From an optimization exercise on the open Yosys and OpenROAD flow, aimed at small area; shortcuts taken in it are not production practice. Where RTL was checked, it was by simulation tests only, not by an equivalence proof against the original. No activity file was given, so power comes from the tool's default toggle rates.

==> inputs of build 92 <==
## snake_top
module snake_top(
	input CLOCK_50,
	input [4:0] KEY,            
	output [3:0] VGA_R,
	output [3:0] VGA_G,
	output [3:0] VGA_B,
	output VGA_HS,
	output VGA_VS,
	output [6:0] HEX0,
	output [6:0] HEX1,
	output [6:0] HEX2,
	output [6:0] HEX3,
	output [6:0] HEX4,
	output [6:0] HEX5
);
clock: 20.0 ns
lec_check: 0
cap_margin: 10
core_margin: 2
core_utilization: 60
gpl_timing_driven: 0
slew_margin: 10
standard.sh (not shown) runs the stock make flow with config.mk's settings and CLKGATE_MAP_FILE= SYNTH_SCRIPT=/design/flow/synth_recipe.tcl, a recipe that flattens the netlist after the stock synthesis.
==> flow/flow/run.sh <==
#!/bin/bash
# The standard ORFS layout (standard.sh, unchanged) with two settings
# passed through the environment:
#  - the port buffers that buffer_ports inserts use the smallest buffer
#    (every input and output port still gets its own buffer);
#  - clock tree synthesis clusters the flip-flops up to 10 to a buffer
#    within 40 um, uses clkbuf_4 and adds no dummy loads.
# standard.sh's output goes to standard.log; ORFS keeps each tool's log
# under orfs/logs/.
set -o pipefail
export BUFFER_PORTS_ARGS="-buffer_cell sky130_fd_sc_hd__buf_1"
export CTS_ARGS="-sink_clustering_enable -repair_clock_nets -sink_clustering_size 10 -sink_clustering_max_diameter 40 -buf_list sky130_fd_sc_hd__clkbuf_4 -dont_use_dummy_load"
bash standard.sh > standard.log 2>&1
==> build 20 (differences from build 92) <==
--- a/flow/design.v
+++ b/flow/design.v
@@ -92,18 +92,19 @@
 reg [2:0] zt;          
 reg [3:0] zo;          
 reg [5:0] tx;          
 reg [4:0] ty;
 reg lc_d;              
 reg coll;              
 reg [5:0] clr_x;       
 reg clr_f;
-reg [1:0] ring [0:64];
-wire [1:0] tap = ring[64];
+reg [1:0] ring_lo [0:8];
+reg [1:0] ring_hi [9:64];
+wire [1:0] tap = ring_hi[64];
 wire wall = (hx >= 39) || (hy >= 29) || (hx <= 1) || (hy == 0);
 wire eat = (hx == ax) && (hy == ay);
 wire go_tick = tick && !game_over;
 wire move = go_tick && !coll && !wall;
 wire len64 = (lt > 6) || (lt == 6 && lo >= 4);
 wire grow_vis = eat && !len64;
 wire len_wrap = eat && (lt == 12) && (lo == 7);
 wire len0 = (lt == 0) && (lo == 0);
@@ -120,31 +121,37 @@
 		vprev <= 1;
 	else
 		vprev <= ld ? 1'b0 : vis;
 end
 always @(posedge CLOCK_50)
 	vis <= ld ? len64 : (vis || ({1'b0, qt} == lt && qo == lo));
 always @(posedge CLOCK_50) begin : ring_rot
 	integer p;
-	for (p = 1; p <= 64; p = p + 1)
-		ring[p] <= ring[p-1];
-	ring[0] <= move ? direction : tap;
+	for (p = 10; p <= 64; p = p + 1)
+		ring_hi[p] <= ring_hi[p-1];
+	ring_hi[9] <= ring_lo[8];
+end
+always @(posedge CLOCK_50 or posedge reset) begin : ring_rst
+	integer p;
+	if (reset) begin
+		for (p = 0; p <= 8; p = p + 1)
+			ring_lo[p] <= 2'b00;
+	end else begin
+		for (p = 1; p <= 8; p = p + 1)
+			ring_lo[p] <= ring_lo[p-1];
+		ring_lo[0] <= move ? direction : tap;
+	end
 end
-reg ge;                
-always @(posedge CLOCK_50)
-	ge <= ld ? !(zt == 6 && zo == 4) : (ge && !zero_j);
 reg [5:0] nx;
 reg [4:0] ny;
 always @(*) begin
 	nx = px_w;
 	ny = py_w;
-	if (ge && !zero_j)
-		ny = py_w - 5'd1;
-	else if (!zero_j)
+	if (!zero_j)
 		case (tap)
 			2'b00: ny = py_w - 5'd1;
 			2'b01: nx = px_w + 6'd1;
 			2'b10: ny = py_w + 5'd1;
 			2'b11: nx = px_w - 6'd1;
 		endcase
 end
 always @(posedge CLOCK_50) begin
@@ -162,39 +169,43 @@
 wire hblank = (hcount >= 640);
 wire [4:0] mask_row = hblank ? vinc[8:4] : vcount[8:4];
 wire start = ld && !tick && hblank && !built;
 reg pend;
 wire first_move = (zt == 0) && (zo == 0);
 wire set_en = ld ? (move && !(len0 && !eat) && !first_move) : (bld && vis);
 wire mhit = pend || (set_en && py_w == mask_row);
 wire [5:0] maddr = pend ? clr_x : px_w;
-always @(posedge CLOCK_50) begin
-	if (ld)
-		bld <= start;
-	if (start)
-		built <= 1;
-	else if (!hblank)
+always @(posedge CLOCK_50 or posedge reset) begin
+	if (reset) begin
+		bld <= 0;
 		built <= 0;
-	pend <= move && !grow_vis && !len_wrap && clr_f;
+		pend <= 0;
+	end else begin
+		if (ld)
+			bld <= start;
+		if (start)
+			built <= 1;
+		else if (!hblank)
+			built <= 0;
+		pend <= move && !grow_vis && !len_wrap && clr_f;
+	end
 end
 always @(posedge CLOCK_50) begin : mask_blk
 	integer x;
 	if (start || (move && len_wrap))
 		mask <= 0;
 	else
 		for (x = 2; x <= 38; x = x + 1)
 			if (mhit && maddr == x)
 				mask[x] <= !pend;
 end
 always @(posedge CLOCK_50)
-	if (!ld && last_vis) begin
+	if (!ld && last_vis)
 		clr_x <= px_w;
-		clr_f <= (py_w == mask_row) && !zero_j;
-	end
 always @(posedge CLOCK_50 or posedge reset) begin
 	if (reset) begin
 		game_over <= 0;
 		lfsr_x <= 6'b101001;
 		lfsr_y <= 5'b11011;
 		ax <= 10;
 		ay <= 7;
 		hx <= 20;
@@ -203,23 +214,26 @@
 		lo <= 0;
 		sat <= 0;
 		zt <= 0;
 		zo <= 0;
 		tx <= 20;          
 		ty <= 23;          
 		lc_d <= 0;
 		coll <= 0;
+		clr_f <= 0;
 	end else begin
 		sat <= sat | len64;
 		if (ld)
 			coll <= 0;
 		else begin
 			if (cvis && !j0 && px_w == hx && py_w == hy)
 				coll <= 1;
+			if (last_vis)
+				clr_f <= (py_w == mask_row) && !zero_j;
 		end
 		lc_d <= !ld && last_cvis;
 		if (!ld && j0 && !first_move) begin
 			hx <= nx;
 			hy <= ny;
 		end
 		if (!ld && lc_d && w == 62 && !(grow_vis && !sat)) begin
 			tx <= px_w;
CAP_MARGIN = 20   (was 10)
GPL_TIMING_DRIVEN = unset   (was 0)
SLEW_MARGIN = 20   (was 10)
==> build 23 (differences from build 92) <==
--- a/flow/design.v
+++ b/flow/design.v
@@ -84,18 +84,18 @@
 reg [4:0] hy;
 reg [5:0] ax;
 reg [4:0] ay;
 reg [5:0] lfsr_x;
 reg [4:0] lfsr_y;
 reg [3:0] lt;          
 reg [3:0] lo;          
 reg sat;               
-reg [2:0] zt;          
-reg [3:0] zo;          
+reg moved;             
+reg t_init;            
 reg [5:0] tx;          
 reg [4:0] ty;
 reg lc_d;              
 reg coll;              
 reg [5:0] clr_x;       
 reg clr_f;
 reg [1:0] ring [0:64];
 wire [1:0] tap = ring[64];
@@ -107,36 +107,36 @@
 wire grow_vis = eat && !len64;
 wire len_wrap = eat && (lt == 12) && (lo == 7);
 wire len0 = (lt == 0) && (lo == 0);
 reg [5:0] px_w;
 reg [4:0] py_w;
 reg vis;               
 reg vprev;             
 wire cvis = vis || sat;
-wire zero_j = (zt == qt) && (zo == qo);
+reg ge;                
+wire zero_j = ge && (px_w == 20) && (py_w == 15);
 wire last_vis = !vprev;
 wire last_cvis = !(vprev || sat) || (qt == 6 && qo == 3);
 always @(posedge CLOCK_50 or posedge reset) begin
 	if (reset)
 		vprev <= 1;
 	else
 		vprev <= ld ? 1'b0 : vis;
 end
 always @(posedge CLOCK_50)
 	vis <= ld ? len64 : (vis || ({1'b0, qt} == lt && qo == lo));
 always @(posedge CLOCK_50) begin : ring_rot
 	integer p;
 	for (p = 1; p <= 64; p = p + 1)
 		ring[p] <= ring[p-1];
 	ring[0] <= move ? direction : tap;
 end
-reg ge;                
 always @(posedge CLOCK_50)
-	ge <= ld ? !(zt == 6 && zo == 4) : (ge && !zero_j);
+	ge <= ld ? t_init : (ge && !(zero_j && cvis));
 reg [5:0] nx;
 reg [4:0] ny;
 always @(*) begin
 	nx = px_w;
 	ny = py_w;
 	if (ge && !zero_j)
 		ny = py_w - 5'd1;
 	else if (!zero_j)
@@ -158,17 +158,17 @@
 end
 reg [38:2] mask;
 reg bld;
 reg built;
 wire hblank = (hcount >= 640);
 wire [4:0] mask_row = hblank ? vinc[8:4] : vcount[8:4];
 wire start = ld && !tick && hblank && !built;
 reg pend;
-wire first_move = (zt == 0) && (zo == 0);
+wire first_move = !moved;
 wire set_en = ld ? (move && !(len0 && !eat) && !first_move) : (bld && vis);
 wire mhit = pend || (set_en && py_w == mask_row);
 wire [5:0] maddr = pend ? clr_x : px_w;
 always @(posedge CLOCK_50) begin
 	if (ld)
 		bld <= start;
 	if (start)
 		built <= 1;
@@ -197,18 +197,18 @@
 		lfsr_y <= 5'b11011;
 		ax <= 10;
 		ay <= 7;
 		hx <= 20;
 		hy <= 15;
 		lt <= 1;
 		lo <= 0;
 		sat <= 0;
-		zt <= 0;
-		zo <= 0;
+		moved <= 0;
+		t_init <= 1;
 		tx <= 20;          
 		ty <= 23;          
 		lc_d <= 0;
 		coll <= 0;
 	end else begin
 		sat <= sat | len64;
 		if (ld)
 			coll <= 0;
@@ -219,33 +219,28 @@
 		lc_d <= !ld && last_cvis;
 		if (!ld && j0 && !first_move) begin
 			hx <= nx;
 			hy <= ny;
 		end
 		if (!ld && lc_d && w == 62 && !(grow_vis && !sat)) begin
 			tx <= px_w;
 			ty <= py_w;
+			t_init <= ge;
 		end
 		if (go_tick) begin
 			lfsr_x <= {lfsr_x[4:0], lfsr_x[5] ^ lfsr_x[2]};
 			lfsr_y <= {lfsr_y[3:0], lfsr_y[4] ^ lfsr_y[2]};
 			if (lfsr_x <= 1 || lfsr_x >= 39) lfsr_x <= 5;
 			if (lfsr_y <= 1 || lfsr_y >= 29) lfsr_y <= 5;
 			if (coll || wall)
 				game_over <= 1;
 		end
 		if (move) begin
-			if (!(zt == 6 && zo == 4)) begin
-				if (zo == 9) begin
-					zo <= 0;
-					zt <= zt + 3'd1;
-				end else
-					zo <= zo + 4'd1;
-			end
+			moved <= 1;
 			if (eat) begin
 				if (len_wrap) begin
 					lt <= 0;
 					lo <= 0;
 				end else if (lo == 9) begin
 					lo <= 0;
 					lt <= lt + 4'd1;
 				end else
@@ -262,50 +257,49 @@
 wire [7:0] mhi = {1'b0, mask[38:32]};
 wire mbit = cell_x[5] ? mhi[cell_x[2:0]] : mlo[cell_x[4:0]];
 wire hit_snake = mbit && mask_row != 0 && !(pend && cell_x == clr_x);
 wire hit_apple = (cell_x == ax) && (cell_y == ay);
 wire border = (hcount < 29) || (hcount >= 624) || (vcount < 16) || (vcount >= 464);
 reg [3:0] hsub;        
 reg [2:0] tc;          
 reg [2:0] tl;          
+reg [3:0] vsub;        
 reg [3:0] tr;          
-always @(*) begin
-	tr = 15;
-	if (vcount > 200 && vcount <= 210) tr = 0;
-	if (vcount > 210 && vcount <= 220) tr = 1;
-	if (vcount > 220 && vcount <= 230) tr = 2;
-	if (vcount > 230 && vcount <= 240) tr = 3;
-	if (vcount > 240 && vcount <= 250) tr = 4;
-	if (vcount > 250 && vcount <= 260) tr = 5;
-	if (vcount > 260 && vcount <= 270) tr = 6;
-	if (vcount > 270 && vcount <= 280) tr = 7;
-	if (vcount > 280 && vcount <= 290) tr = 8;
-	if (vcount > 290 && vcount <= 300) tr = 9;
-	if (vcount > 300 && vcount <= 310) tr = 10;
-	if (vcount > 310 && vcount <= 320) tr = 11;
-	if (vcount > 320 && vcount <= 330) tr = 12;
-	if (vcount > 330 && vcount <= 340) tr = 13;
-	if (vcount > 340 && vcount <= 350) tr = 14;
+always @(posedge CLOCK_50 or posedge reset) begin
+	if (reset)
+		tr <= 15;
+	else if (!clk25 && hend) begin
+		if (vcount == 200)
+			tr <= 0;
+		else if (vsub == 9 && tr != 15)
+			tr <= tr + 4'd1;
+	end
 end
 always @(posedge CLOCK_50) begin
 	if (!clk25) begin
 		if (hcount == 200) begin
 			hsub <= 0;
 			tc <= 0;
 			tl <= 0;
 		end else if (hsub == 9) begin
 			hsub <= 0;
 			if (tc == 5) begin
 				tc <= 0;
 				if (!tl[2]) tl <= tl + 3'd1;
 			end else
 				tc <= tc + 3'd1;
 		end else
 			hsub <= hsub + 4'd1;
+		if (hend) begin
+			if (vcount == 200 || vsub == 9)
+				vsub <= 0;
+			else
+				vsub <= vsub + 4'd1;
+		end
 	end
 end
 reg [4:0] grow;
 always @(*) begin
 	case ({tr[3], tl[1:0], tr[2:0]})
 		6'b000000: grow = 5'b11111;
 		6'b000001: grow = 5'b00001;
 		6'b000010: grow = 5'b00001;
CAP_MARGIN = 20   (was 10)
GPL_TIMING_DRIVEN = unset   (was 0)
SLEW_MARGIN = 20   (was 10)
==> qor summary <==
item	build 23	build 92	build 20
Number of synthesized register bits	304	301	300
Status	complete, no violations	complete, no violations	complete, no violations
Combinational gate power	0.00000949 W	0.0000149 W	0.0000107 W
Internal portion of total power	0.000719 W	0.000713 W	0.000705 W
Non-filler instance count after layout	1678	1814	1695
Number of enable-type register cells in the synthesized netlist	22	18	16
Final Cell Area	14200 um2	14800 um2	14300 um2
WL met3	1310 um	1620 um	1600 um
Met2 GRT Util	37.6%	38.8%	38.0%
Number of global-route vias before repair	9288	9692	9435
Non-clock inverter instance count of the final layout	59	50	53
Maximum ir drop on the vdd rail	0.0000756 V	0.0000661 V	0.0000756 V
Average vias per placed instance	5.95	5.68	5.88
Worst R2R Start	w[4]	w[3]	ld
Simple-gate share of the synthesized area	15.9%	16.2%	15.4%
Power drawn by the clock network	0.000291 W	0.000285 W	0.000280 W
Effective utilization at floorplan	61.0%	61.1%	61.2%
Pwr dens	64.7 nW/um2	61.5 nW/um2	63.0 nW/um2
Core Util, Final	62.6%	65.5%	63.0%
Share of synthesized area spent on multiplexers	3.94%	5.60%	3.75%
Buf/Inv on CP	1	6	1
Max Fanout on Critical Path	22	10	20
Number of fill cells in the layout	1964	1927	1871
Die W	156 um	156 um	156 um
Slew headroom	25.9%	19.3%	41.3%
Worst path max stage delay	1000 ps	410 ps	680 ps
Function not checked in build 23: the RTL went through the layout flow alone.

[afterwards: timing with drivers on the ports]
In the flow no input, the clock included, has a driving cell. The finished layouts below were timed again as built, in two steps.
Step 1: set_driving_cell puts a clkbuf_16 on CLOCK_50 and a buf_2 on each other input, an assumption about the parent block.
Step 2 also shifts input and output timing later by t, the mid clock arrival at the registers, as if the neighbouring blocks saw the same clock.
Three values: no drivers, after step 1, after step 2; two values: the first two.
run | t (ns) | setup slack, ns | worst hold slack (ns)
build 92 | 0.661 | 10.977 / 10.939 / 11.600 | 0.299 / 0.299 / 0.299
build 20 | 0.669 | 11.260 / 11.214 / 11.883 | 0.328 / 0.328 / 0.328
build 23 | 0.659 | 12.567 / 12.526 / 13.185 | 0.308 / 0.308 / 0.308
After both steps setup and hold are still met in every run listed.
